Source: an optimization exercise on an open RTL-to-GDS flow (aim: small area, a short achievable clock period and few clock cycles per item). Production flows keep margins and buffers that such runs may drop.
Function was checked by simulation only, so behaviour that the tests miss may differ from the original.

## bbs_generator
module bbs_generator(
    input  wire CLOCK_50,
    input  wire res,
    input  wire [63:0] seed,
    output wire [9:0] LEDR,
    output reg  valid,
    output wire [63:0] x_out,
    output wire [6:0] HEX0,
    output wire [6:0] HEX1,
    output wire [6:0] HEX2,
    output wire [6:0] HEX3,
    output wire [6:0] HEX4,
    output wire [6:0] HEX5
);
    reg  [1:0]  phase;       
    reg  [30:0] a_reg, b_reg;
    reg  [30:0] s_reg, bq_reg;
    reg  [23:0] counter;
    wire [63:0] sd = seed & {64{phase == 2'd0}};
    wire [30:0] a_next, b_next, s_next;
    wire [61:0] x;
    sq_mod_p sqp (.a(a_reg), .sd(sd), .r(a_next));
    sq_mod_q sqq (.b(b_reg), .sd(sd), .r(b_next));
    crt_s    crs (.a(a_reg), .b(b_reg), .s(s_next));
    crt_x    crx (.b(bq_reg), .s(s_reg), .x(x));
    wire even_next = ~(b_reg[0] ^ s_next[0]);
    wire x0 = bq_reg[0] ^ s_reg[0];
    always @(posedge CLOCK_50 or posedge res) begin
        if (res) begin
            phase   <= 2'd0;
            a_reg   <= 31'd0;
            b_reg   <= 31'd0;
            s_reg   <= 31'd0;
            bq_reg  <= 31'd0;
            counter <= 24'd0;
            valid   <= 1'b0;
        end else begin
            if (phase != 2'd2)
                phase <= phase + 2'd1;
            a_reg  <= a_next;
            b_reg  <= b_next;
            s_reg  <= s_next;
            bq_reg <= b_reg;
            valid  <= (phase == 2'd2);
            if (phase == 2'd2 && even_next)
                counter <= counter + 24'd1;
        end
    end
    assign x_out = {2'b00, x};
    assign LEDR  = {8'd0, ~x0, x0};
    decode_7seg d0 (.in(counter[3:0]),   .seg(HEX0));
    decode_7seg d1 (.in(counter[7:4]),   .seg(HEX1));
    decode_7seg d2 (.in(counter[11:8]),  .seg(HEX2));
    decode_7seg d3 (.in(counter[15:12]), .seg(HEX3));
    decode_7seg d4 (.in(counter[19:16]), .seg(HEX4));
  ...
clock: 12.0 ns
lec_check: 0
cap_margin: 20
core_margin: 2
core_utilization: 60
setup_slack_margin: 0.5
slew_margin: 20
synth_hierarchical: 1
synth_minimum_keep_size: 0
run.sh (not shown) runs the stock make flow with config.mk's settings and CLKGATE_MAP_FILE= SYNTH_SCRIPT=/design/flow/synth_recipe.tcl, a recipe that flattens the netlist after the stock synthesis.
Testbench counts at the start, summed over its fixed seeds: cycles 216, numbers 192.
Change:
--- a/flow/config.mk
+++ b/flow/config.mk
@@ -9,4 +9,4 @@
 export CORE_MARGIN = 2
-export CORE_UTILIZATION = 60
-export SETUP_SLACK_MARGIN = 0.5
+export CORE_UTILIZATION = 70
+export SETUP_SLACK_MARGIN = 3
 export SLEW_MARGIN = 20
Effect:
- clock skew stays flat
- design area climbs by a few percent
- final cell count hardly moves
Change:
--- a/flow/config.mk
+++ b/flow/config.mk
@@ -9,4 +9,4 @@
 export CORE_MARGIN = 2
-export CORE_UTILIZATION = 70
-export SETUP_SLACK_MARGIN = 3
+export CORE_UTILIZATION = 60
+export SETUP_SLACK_MARGIN = 4.5
 export SLEW_MARGIN = 20
The changed run ran to the end with no violations.
Area after synthesis stays the same.
Global-route usage came out lower by 7.5 points.
Cell area is higher by 0.33%.
Wire length shrinks by 4.2%.
Final cell count climbs by 2.3%.
Change:
--- a/flow/config.mk
+++ b/flow/config.mk
@@ -10,3 +10,3 @@
 export CORE_UTILIZATION = 60
-export SETUP_SLACK_MARGIN = 4.5
+export SETUP_SLACK_MARGIN = 3
 export SLEW_MARGIN = 20
After rerunning: Maximum frequency increases by a few percent; cell count grows slightly; register-to-register slack improves by 0.26 ns; utilization is higher by 0.45 points; synthesized area stays the same; worst hold slack is worse by 0.017 ns; routed wire length goes up by a few percent; clock-buffer cell count is unchanged.

Setup of run 5:
bbs_generator, a different RTL version from the one above (not shown whole).
Size in the first run: roughly 5,500 cells after synthesis, ~150 flip-flops, ~56,000 µm² of cells after synthesis.
## bbs_generator
module bbs_generator(
    input  wire CLOCK_50,
    input  wire res,
    input  wire [63:0] seed,
    output wire [9:0] LEDR,
    output reg  valid,
    output wire [63:0] x_out,
    output wire [6:0] HEX0,
    output wire [6:0] HEX1,
    output wire [6:0] HEX2,
    output wire [6:0] HEX3,
    output wire [6:0] HEX4,
    output wire [6:0] HEX5
);
export LEC_CHECK = 0
export CAP_MARGIN = 20
export CORE_MARGIN = 2
export CORE_UTILIZATION = 60
export SETUP_SLACK_MARGIN = 2.5
export SLEW_MARGIN = 20
export SYNTH_HIERARCHICAL = 1
export SYNTH_MINIMUM_KEEP_SIZE = 0
create_clock -name core_clock -period 12.0 [get_ports {CLOCK_50}]
Testbench counts of run 5, summed over its fixed seeds: cycles 216, numbers 192.
Inputs modified between run 5 and run 4:
- changing SETUP_SLACK_MARGIN from 2.5 to 3
- [run 4 vs run 5] final worst-path cycle share: lower in run 4
- The antenna diode count in run 4 was higher than what run 5 gave.
- | area used by sequential logic in the layout | lower: run 5 |
- Final critical-path required period, run 4 and run 5: smaller value in run 4

P:
Another version of the RTL of bbs_generator (not shown whole).
For scale: roughly 5300 cells after synthesis, ~180 I/O pins, ~55000 sq um of cells after synthesis.
Settings: LEC_CHECK=0, CAP_MARGIN=20, CORE_MARGIN=2, CORE_UTILIZATION=60, SETUP_SLACK_MARGIN=2.5, SLEW_MARGIN=20, SYNTH_HIERARCHICAL=1, SYNTH_MINIMUM_KEEP_SIZE=0; clock period 12.0 ns.
Testbench counts of P, summed over its fixed seeds: cycles 216, numbers 192.
--- input diff P..Q ---
Settings: SETUP_SLACK_MARGIN now 3, was 2.5; PLACE_DENSITY now 0.7, previously not set.
[summary]
Going from P to Q, the critical path buffer and inverter count was found to have gone down by 2.
Core util | Q vs P | Q higher
As far as die footprint goes, Q and P are indistinguishable; the numbers are identical.
On hold slack, P beats Q.
Multi-input logic area: P and Q compared, higher one is Q
Route | Q vs P | wire longer in Q
The higher cell count of the worst reg-to-reg path of P and Q is in P.
Comparing Q against P, there is no change at all in post-synthesis instance area.
Modified inputs, R compared to Q
Settings: SETUP_SLACK_MARGIN: 3 -> 3.25; PLACE_DENSITY: 0.7 -> unset.
==> summary.txt <==
Routed wire in R totals more than in Q.
Clock skew of R is on par with Q.
NOTE: count of clock-buffer cells in the layout in R exceeds that of Q
| post-route cell area | R vs Q | 1700 sq um higher |
Relative to Q, the average wire per cell in the routed design measured on R has increased by a few percent.
For S, these inputs were changed with respect to R:
Settings: SETUP_SLACK_MARGIN changed from 3.25 to 3.
- S closes out successfully: all stages finished, all timing, DRC and antenna checks passed.
- In the final reports, the cell area of S is smaller than that of R.
- Diff R -> S: first-iteration DRC count lost 512; register share of the cell area picked up an extra 0.22 points.
- | arrival time at the worst endpoint | higher: S |
- S reports a lower share of layout cells above drive strength 1 than R does.

==> separate check: timing with driven ports <==
The flow's constraints put no driver on any port. The routed layouts listed below were extracted and timed again, unchanged, in two steps.
Step 1 sets driving cells, clkbuf_16 on the clock port and buf_2 on the other inputs (assumed; they add their load-dependent delay and slew).
Step 2 times the ports against the registers' clock, not the clock port: input delays grow and output delays shrink by t, the midpoint of the rising clock arrivals with the driver on.
Slacks: ideal ports / drivers / drivers and shift; pairs: ideal ports / drivers.
run | shift t [ns] | setup WS [ns] | worst setup path after step 2 | latest minus earliest clock arrival (ns) | pins driven straight from the clock port
the first run of note 1 | 0.591 | 1.241 / 1.241 / 1.241 | register to register | 0.023 / 0.023 | 1
the second run of note 1 | 0.566 | 2.174 / 2.174 / 2.174 | register to register | 0.022 / 0.022 | 1
the third run of note 1 | 0.590 | 2.226 / 2.226 / 2.226 | register to register | 0.034 / 0.034 | 1
the fourth run of note 1 | 0.587 | 2.483 / 2.483 / 2.483 | register to register | 0.016 / 0.016 | 1
run 5 | 0.577 | 2.625 / 2.553 / 2.433 | input to register | 0.023 / 0.023 | 1
run 4 | 0.585 | 2.993 / 2.993 / 2.609 | input to register | 0.021 / 0.021 | 1
P | 0.577 | 2.733 / 2.711 / 2.553 | input to register | 0.023 / 0.023 | 1
Q | 0.558 | 3.036 / 3.036 / 2.812 | input to register | 0.016 / 0.017 | 1
R | 0.563 | 3.136 / 3.136 / 2.823 | input to register | 0.018 / 0.018 | 1
S | 0.577 | 3.010 / 2.995 / 2.735 | input to register | 0.022 / 0.022 | 1
After both steps setup and hold are still met in every run listed. The setup slack of run 4, which loses most, moves by 0.000 ns with the drivers and by -0.384 ns with both steps.
